From an optimization exercise on the open Yosys and OpenROAD flow, aimed at small area and a short achievable clock period; shortcuts taken in it are not production practice. In this exercise RTL edits were held to simulation tests only and were not proved equivalent to the original. No activity file was given, so power comes from the tool's default toggle rates.

==> build 30 <==
Design gng_interp, start of the top module:
module gng_interp (
    input clk,
    input rstn,
    input valid_in,
    input [63:0] data_in,
    output reg valid_out,
    output reg [15:0] data_out
);
wire [5:0] lzd_in;
gng_lzd u_gng_lzd (.data_in(data_in[63:3]), .data_out(lzd_in));
reg [7:0] h0, l0, h0c, l0c;
reg [3:0] o0, o0c;
reg [14:0] x0;
reg s0, v0;
always @ (posedge clk) begin
    h0 <= rstn ? (8'd1 << lzd_in[5:3]) : 8'd1;
    l0 <= rstn ? (8'd1 << lzd_in[2:0]) : 8'd1;
    o0 <= rstn ? (4'd1 << {data_in[1], data_in[2]}) : 4'd1;
    h0c <= 8'd1 << lzd_in[5:3];
    l0c <= 8'd1 << lzd_in[2:0];
    o0c <= 4'd1 << {data_in[1], data_in[2]};
    x0 <= {data_in[3], data_in[4], data_in[5], data_in[6], data_in[7],
           data_in[8], data_in[9], data_in[10], data_in[11], data_in[12],
           data_in[13], data_in[14], data_in[15], data_in[16], data_in[17]};
    s0 <= data_in[0];
    v0 <= rstn & valid_in;
end
wire [16:0] c2_0, k1_0;
gng_coef_c2 u_gng_coef_c2 (.h(h0c), .l(l0c), .o(o0c), .c2(c2_0));
gng_coef_k1 u_gng_coef_k1 (.h(h0), .l(l0), .o(o0), .k1(k1_0));
reg [7:0] h1, l1;
reg [3:0] o1;
wire [14:0] clr0 = {h1[7] & l1[4], h1[7] & l1[3], h1[7] & l1[2], h1[7] & l1[1], h1[7] & l1[0],
                    h1[6] & l1[7], h1[6] & l1[6], h1[6] & l1[5], h1[6] & l1[4],
                    h1[6] & l1[3], h1[6] & l1[2], h1[6] & l1[1], h1[6] & l1[0],
                    h1[5] & l1[7], h1[5] & l1[6]};
wire [14:0] xm0 = x0 & ~clr0;
reg [16:0] c2n_1, k1_1;
reg [22:0] bx1;
reg s1, v1;
always @ (posedge clk) begin
    c2n_1 <= ~c2_0;
    k1_1 <= k1_0;
    h1 <= h0;
    l1 <= l0;
    o1 <= o0;
    bx1 <= {~(xm0[14] & xm0[13]), ~(xm0[14] ^ xm0[13]), ~xm0[13], ~((xm0[13] & ~xm0[12] & ~xm0[11]) | (~xm0[13] & xm0[12] & xm0[11])), ~(xm0[12] ^ xm0[11]), ~xm0[11], ~((xm0[11] & ~xm0[10] & ~xm0[9]) | (~xm0[11] & xm0[10] & xm0[9])), ~(xm0[10] ^ xm0[9]), ~xm0[9], ~((xm0[9] & ~xm0[8] & ~xm0[7]) | (~xm0[9] & xm0[8] & xm0[7])), ~(xm0[8] ^ xm0[7]), ~xm0[7], ~((xm0[7] & ~xm0[6] & ~xm0[5]) | (~xm0[7] & xm0[6] & xm0[5])), ~(xm0[6] ^ xm0[5]), ~xm0[5], ~((xm0[5] & ~xm0[4] & ~xm0[3]) | (~xm0[5] & xm0[4] & xm0[3])), ~(xm0[4] ^ xm0[3]), ~xm0[3], ~((xm0[3] & ~xm0[2] & ~xm0[1]) | (~xm0[3] & xm0[2] & xm0[1])), ~(xm0[2] ^ xm0[1]), ~xm0[1], ~(xm0[1] & ~xm0[0]), ~(xm0[0])};
    s1 <= s0;
    v1 <= rstn & v0;
end
wire [17:0] c0_1;
  ...
clock: 8.0 ns
lec_check: 0
abc_area: 1
cap_margin: 20
core_margin: 2
core_utilization: 45
setup_slack_margin: 5
slew_margin: 20
synth_memory_max_bits: 16384
standard.sh (not shown) runs the stock make flow with config.mk's settings and CLKGATE_MAP_FILE= SYNTH_SCRIPT=/design/flow/synth_recipe.tcl, a recipe that flattens the netlist after the stock synthesis.
==> flow/flow/run.sh <==
#!/bin/bash
set -euo pipefail
MARGIN=$(cat flow/margin.txt)
sed -E "s/SETUP_SLACK_MARGIN=[-0-9.]+/SETUP_SLACK_MARGIN=${MARGIN}/" standard.sh > standard_margin.sh
grep -q "SETUP_SLACK_MARGIN=${MARGIN} " standard_margin.sh
bash standard_margin.sh > flow_make.log 2>&1
==> flow/flow/margin.txt <==
5.45
==> trial 35 (differences from build 30) <==
==> flow/run.sh (new file) <==
#!/bin/bash
# synth_recipe.tcl (not shown) runs the flow's synth.tcl, then flattens the netlist and writes it again
# the make line also repeats each setting of config.mk as NAME=value (left out here)
make -C /OpenROAD-flow-scripts/flow DESIGN_CONFIG=/design/flow/config.mk WORK_HOME=/design/flow/orfs CLKGATE_MAP_FILE= SYNTH_SCRIPT=/design/flow/synth_recipe.tcl finish
removed: flow/flow/run.sh
removed: flow/flow/margin.txt
removed: flow/standard.sh
==> notes.md <==
- In critical path depth, build 30 and trial 35 do not differ.
- Synthesized cell count is the same in build 30 and trial 35.
- Against build 30, the register-to-register slack of trial 35 is lower by 0.30 ns.
- In die area, build 30 and trial 35 do not differ.
- In build 30 the power is larger than in trial 35, by about 11%.
- In trial 35 the sequential power is larger than in build 30, by about 1%.
- Flip-flop and latch count is the same in build 30 and trial 35.
- Between trial 35 and build 30, the lower clock skew is in trial 35 (gap 0.037 ns).
- Against trial 35, the fmax of build 30 is larger by 11%.

-- static timing again, ports no longer ideal --
The flow's constraints put no driver on any port. The routed layouts listed below were extracted and timed again, unchanged, in two steps.
Step 1 (the two cells are an assumption about what drives the block):
set clk [get_ports {clk}]
set_driving_cell -lib_cell sky130_fd_sc_hd__clkbuf_16 $clk
set_driving_cell -lib_cell sky130_fd_sc_hd__buf_2 [delete_from_list [all_inputs] $clk]
Step 2 moves the port delays by t, midway between the first and last clock arrival at a register: inputs arrive t later, outputs are due t later. That takes back most of the time a late clock gives input paths.
a / b / c = no drivers / after step 1 / after step 2; a / b = the first two.
run	t, ns	setup WS [ns]	worst setup path at the end	clock arrival spread, ns	worst register clock-pin slew, ns
build 30	0.702	5.258 / 5.238 / 4.825	input to register	0.073 / 0.072	0.08 / 0.08
trial 35	0.664	4.955 / 4.955 / 4.550	input to register	0.034 / 0.034	0.07 / 0.07
After both steps setup and hold are still met in every run listed. The setup slack of build 30, which loses most, moves by -0.020 ns with the drivers and by -0.433 ns with both steps.
